Context: an optimization exercise on an open-source flow, tuned for small area and a short achievable clock period. The choices shown serve that exercise and are no tape-out recipe. Function was checked by simulation only, so behaviour that the tests miss may differ from the original. Power and IR drop assume default switching activity.

## flow/config.mk

```make
export PLATFORM = sky130hd
export DESIGN_NAME = add1
export DESIGN_NICKNAME = add1
export VERILOG_FILES = /design/flow/design.v
export SDC_FILE = /design/flow/constraint.sdc
export NUM_CORES = 4
export LEC_CHECK = 0
export CAP_MARGIN = 20
export CORE_MARGIN = 2
export CORE_UTILIZATION = 40
export PLACE_DENSITY = 0.6
export SLEW_MARGIN = 20
```

## flow/constraint.sdc

```tcl
create_clock -name core_clock -period 8.5 [get_ports {clk}]
set_input_delay 1.7000 -clock core_clock [delete_from_list [all_inputs] [get_ports {clk}]]
set_output_delay 1.7000 -clock core_clock [all_outputs]
set_load 0.01 [all_outputs]
```

## flow/design.v

```verilog
module add1(
	input clk,
	input operation,
	input [15:0] x,y,
	output [15:0] z,	
	input [2:0]counter
	);
parameter add =0;
parameter multiply =1;
parameter mantissa_width 	= 10; 
parameter exp_width		    = 5;
parameter exponent_bias 	= 15;
wire x_sign, y_sign;
wire [exp_width-1:0] 		x_exp	,y_exp;
wire [mantissa_width-1:0] 	x_m	,y_m;
reg [mantissa_width:0] 		x_m_d	,y_m_d;
reg [mantissa_width+1:0] 	x_m_d_s	,y_m_d_s;
reg z_sign;
reg [exp_width-1:0] 		z_exp;
reg [mantissa_width-1:0]	z_m; 
reg [mantissa_width:0] 		z_m_d;  
reg carry;
assign {x_sign,x_exp,x_m} = x;
assign {y_sign,y_exp,y_m} = y;
assign z = {z_sign,z_exp,z_m};
wire [mantissa_width:0] x_m_h, y_m_h; 
reg [mantissa_width+1:0] z_m_h;
assign x_m_h = {1'b1,x_m};
assign y_m_h = {1'b1,y_m};
reg [(mantissa_width*2)+1:0] z_mult;  
always @ (posedge clk)
begin
	x_m_d_s = 0;
	y_m_d_s = 0;
	if(!counter)
	case (operation)
		add:
		begin 
			if (x_exp > y_exp) begin
				z_exp = x_exp;
				y_m_d = y_m_h>>	(x_exp-y_exp);
				x_m_d = x_m_h;				
				if (x_sign)		 
					z_sign = 1'b1;
				else z_sign = 1'b0;					
			end
			else if (x_exp < y_exp) begin
				z_exp = y_exp;
				x_m_d = x_m_h>>	(y_exp-x_exp);
				y_m_d = y_m_h;
				if (y_sign)
					z_sign = 1'b1;
				else z_sign = 1'b0;					
			end
			else  
			begin
				y_m_d = y_m_h;
				x_m_d = x_m_h;
				z_exp = x_exp;  
				z_sign = 1'b0;
			end
			if(x_sign!=y_sign)
			begin			
				if (x_sign) 
				begin 
					x_m_d = ~x_m_d + 1;
 					x_m_d_s ={1,x_m_d};
					y_m_d_s =y_m_d;	
				end
				if (y_sign) 
				begin
					y_m_d = ~y_m_d + 1;
					y_m_d_s = {1,y_m_d};  
					x_m_d_s = x_m_d;
				end
				z_m_h = y_m_d_s + x_m_d_s;
				z_m_h = ~z_m_h + 1;
			end
			else z_m_h = y_m_d + x_m_d;
			if (z_m_h[mantissa_width+1]==1) begin  
				z_m =z_m_h>>1'b1;
				z_exp = z_exp+1;
				if (z_m_h[0])	 
					z_m=z_m+1;
			end
			else if (z_m_h[mantissa_width]==1) begin  
			z_m =z_m_h;
			end
			else if (z_m_h[mantissa_width-1]==1)begin  
				z_m =z_m_h<<1'b1;
				z_exp = z_exp-1;
			end
			else if (z_m_h[mantissa_width-2]==1)begin  
				z_m =z_m_h<<1'd2;
				z_exp = z_exp-2;
			end
			if (z_m_h == 0 && z_sign ==0) begin
				z_exp =0;
				z_m =0;
			end
			if (x==0 && y==0) begin
				z_exp =0;
				z_m =0;
				z_sign =0;
			end
		end
		multiply:
		begin 
			z_exp = x_exp+y_exp-exponent_bias;
			z_mult = x_m_h*y_m_h;			
			z_m_h = z_mult[(mantissa_width*2)+1:mantissa_width];
			if (z_m_h[mantissa_width+1]==1) begin  
				z_m =z_m_h>>1'b1;
				z_exp = z_exp+1;
			end
			else if (z_m_h[mantissa_width]==1) begin  
				z_m =z_m_h;
			end
			else if (z_m_h[mantissa_width-1]==1)begin  
				z_m =z_m_h<<1'b1;
				z_exp = z_exp-1;
			end
			else if (z_m_h[mantissa_width-2]==1)begin  
				z_m =z_m_h<<1'd2;
				z_exp = z_exp-2;
			end
			z_sign = x_sign^y_sign;
			if (x==0||y==0) begin
				z_exp =0;
				z_m =0;
				z_sign =0;
			end
		end
		default: begin end
	endcase
end
endmodule
```

## flow/run.sh

```bash
#!/bin/bash
# synth_recipe.tcl (not shown) runs the flow's synth.tcl, then flattens the netlist and writes it again
# the make line also repeats each setting of config.mk as NAME=value (left out here)
make -C /OpenROAD-flow-scripts/flow DESIGN_CONFIG=/design/flow/config.mk WORK_HOME=/design/flow/orfs CLKGATE_MAP_FILE= SYNTH_SCRIPT=/design/flow/synth_recipe.tcl finish
```

==> metrics.md <==
| Metric | Value |
|---|---|
| Status | timing/DRC/antenna clean |
| Initial antenna violation count | 0 |
| HP Class | input pin to flop |
| Vias in the first global route | around 9000 |
| Synth area leader | fa_1 |
| EDFF count, synth | 16 |
| Clock power share | 2.4% |
| Die Wd | approximately 160 um |
| Area contributors post-synth | fa_1 (18%), ha_1 (14%), edfxtp_1 (5.1%), inv_1 (5.1%), and2_1 (4.5%) |
| Highest Clock Rate | ~120 MHz |
| CP bufs+invs | 8 |
| Global Route Usage Sum | approximately a quarter |
| Net Sw Frac | 52.8% |
| CP max-delay cell | clkdlybuf4s50_1 |
| RD Place Congestion | a little over 0.9 |
| Starting Density | 40.4% |
| Most frequent CP cell | buf_4 |
| Drt pass-1 iters | 5 |
| Worst Max-Slew Pin Slew | 0.916 ns |
| Main flop type after synthesis | edfxtp_1 |
| Die H | approximately 160 um |
| H-tree depth | 1 |
| Synthesized instance count | 1165 |
| Largest net degree at the start of global routing | 28 |
| Share of cells above drive strength 1 | 20.1% |
| Tot Pwr | between 3 and 4 mW |
| Final wirelength | between 20000 and 30000 um |
| Iter 0 DRT Violations | roughly 560 |
| Syn. warnings | 3 |
| Adder-cell share of the synthesized area | between 30% and 40% |
| HP Start | counter[2] |
| Grt ovf | 0 |
| Fin crit period | between 8 and 9 ns |
| Clock slew at reported path FFs | about 0.050 ns |
| Period Utilization, post-route | 96.2% |
| PwrDens | between 300 and 400 nW/um2 |
| Final hold viol count | 0 |
| Via Count | about 9300 |
| Vias/cell | between 5 and 6 |
| Psw | between 1.5 and 2 mW |
| Routed Antenna Nets | 0 |
| Worst Setup SP | y[11] |
| Synth Cell Area | 9390 um2 |
| Leakage | between 5 and 6 nW |
| Die footprint | between 20000 and 25000 um2 |
| Filler instances | 2294 |
| Setup TNS | 0 ns |
| TritonCTS clock tree | done |
| CORE AREA | 23300 um2 |
| WL/cell | 17.5 um |
| Layout area overhead | 25.5% |
| Mux contribution to synthesized area | 6.87% |
| Max Cap Viol | 0 |
| Final slew viol count | 0 |
| # DRC | 0 |
| Avg Cell Area, Syn | roughly 8 um2 |
| Clock sink count | 16 |
| Peak supply drop | between 200 and 300 uV |
| Simple-Gate Fraction of Synth Area | a little over a fifth |
| FF+latch count, synth | 16 |
| Syn Nets | between 1000 and 1500 |
| Global-route wire length before repair | around 47000 um |
| Post-Synth XOR/XNOR Area | approximately 5.6% |
| RSZ-0062 raised after global routing | false |
| CP Class | input pin to flop |
| Final Core Density | 50.7% |
| CP max stage delay | approximately 0.54 ns |
| Hpwl dp | roughly 25000 um |
| Site Rows | 56 |
| CTS Hold Bufs | 0 |
| Yosys cell types | 93 |
| Setup violators final | 0 |
| Nets | around 1600 |
| Rel. slew slack | approximately 38% |
| Startpoint Class | input pin |
| Compound-Gate Fraction of Synth Area | 21.2% |
| Top delay family on crit path | compound AO/OA/AOI/OAI gates |
| Diode count | 0 |
| Root Driver | clkbuf_16 |
| Critical-path maximum fanout | 19 |
| Internal | 1.77 mW |
| I/O pins | 53 |
| Fraction of registers with async set/reset | 0% |
| Num CTS Buffers | 3 |
| Seq pwr share | 3.8% |
| Comb power frac | a little over nine tenths |
| CP arrival | between 8 and 9 ns |
| Buffers on Ports | 52 |
| CP Data Required Time | approximately 8.5 ns |
| Worst setup EP type | flop |
| Max Root-Sink Buffers | 2 |
| Yosys top cell area share | 17.9% |
| Largest family of logic cells by synthesized area | adder cells |
| Register area share after synthesis | 5.11% |
synth_stat cells (all sizes together), types with 10 or more instances:
library cell  count
nand2           107
o22ai            18
a21o             32
nand3            24
clkbuf           46
a21oi            56
mux2i            30
or3              10
edfxtp           16
nand2b           10
xor2             21
and2             67
ha              108
nand4            14
o21ai            40
fa               84
o31ai            11
a211oi           17
inv             128
nor2             71
xnor2            39
nor4             15
nor3             29
mux4             11
buf              13
a31oi            13
registers in the layout, summed over array words and instances (netlist names):
name and cells:
z_m 10, z_exp 5, z_sign 1
cell usage in the layout, fill, tap and decap left out, drive strengths merged, types with 13 or more instances in the layout:
cell type | netlist | layout
nor2 | 71 | 71
nand2 | 107 | 107
xnor2 | 39 | 39
a31oi | 13 | 13
o21ai | 40 | 40
mux2i | 30 | 30
ha | 108 | 108
fa | 84 | 84
buf | 13 | 198
a21o | 32 | 32
and2 | 67 | 67
nor4 | 15 | 15
nor3 | 29 | 29
a21oi | 56 | 56
nand3 | 24 | 24
edfxtp | 16 | 16
nand4 | 14 | 14
clkdlybuf4s50 | 0 | 48
inv | 128 | 128
o22ai | 18 | 18
xor2 | 21 | 21
a211oi | 17 | 17
power groups by stage:
| stage | clock network (mW) | registers, mW | logic (mW) |
|---|---|---|---|
| final | 0.0893 | 0.143 | 3.51 |
| after global routing | 0.0927 | 0.145 | 3.87 |
| after CTS | 0.0890 | 0.144 | 3.46 |
| after detailed placement | 0 | 0.145 | 3.44 |
| after global placement | 0 | 0.144 | 3.39 |
| after floorplan | 0 | 0.154 | 2.28 |
cell type report:
class	instances	area (um2)	area share, %
tap	319	399	3.39
multi-input combinational	961	8280	70.3
sequential	16	480	4.08
clock buffer	3	75.1	0.637
timing repair buffer	250	2070	17.5
inverter	129	484	4.11
routing by layer:
| layer | track usage, % | vias up | share of wire [%] |
|---|---|---|---|
| met5 | 0 | - | 0 |
| met4 | 4.89 | 0 | 2.1 |
| met3 | 1.68 | 43 | 6.1 |
| met2 | 38.1 | 326 | 44 |
| met1 | 34.9 | 4434 | 48 |
| li1 | - | 4504 | - |
cells by family (layout without fill, tap and decap cells):
kind of cell / after synthesis / count (layout)
mux: 49 / 49
fa+ha+maj: 192 / 192
simple gates: 388 / 388
xor+xnor: 60 / 60
flops: 16 / 16
compound gates: 272 / 272
buf+inv: 188 / 382
worst paths after layout:
kind / endpoint / slack (ns) / cells past startpoint
max: z_m[1]$_DFFE_PP_ / 0.32 / 29
min: z_exp[4]$_DFFE_PP_ / 2.24 / 2
through the flow:
step / std cells / area [um2] / setup slack, ns / hold WS (ns)
after CTS: 1674 / 11700 / 0.125 / 2.25
after detailed placement: 1670 / 11600 / -0.301 / 2.50
after floorplan: 1165 / 9400 / 0.0497 / 1.94
after global placement: 1670 / 11600 / -0.201 / 2.49
after global routing: 1678 / 11800 / 0.0131 / 2.28
final: 1678 / 11800 / 0.325 / 2.24
timing repair:
action	CTS	global route
buffers inserted	1	4
endpoints found under the setup margin	10	25
gates cloned	0	0
gates resized for setup	0	25
pin swaps	1	7

## separate check: timing with driven ports
No port has a modelled driver above. Below, the same layout with a new extraction and two added sets of constraints.
Step 1 sets driving cells, clkbuf_16 on the clock port and buf_2 on the other inputs (assumed; they add their load-dependent delay and slew).
Step 2 times the ports against the registers' clock, not the clock port: input delays grow and output delays shrink by t, the midpoint of the rising clock arrivals with the driver on.
a / b / c = ideal / step 1 / step 2; a / b = the first two.
t, ns: 0.273
slack for setup (ns): 0.325 / 0.329 / 0.056
worst setup path at the end: input to register
latest minus earliest clock arrival (ns): 0.002 / 0.002
After both steps this run still meets setup and hold. The setup slack of this run moves by +0.004 ns with the drivers and by -0.269 ns with both steps.
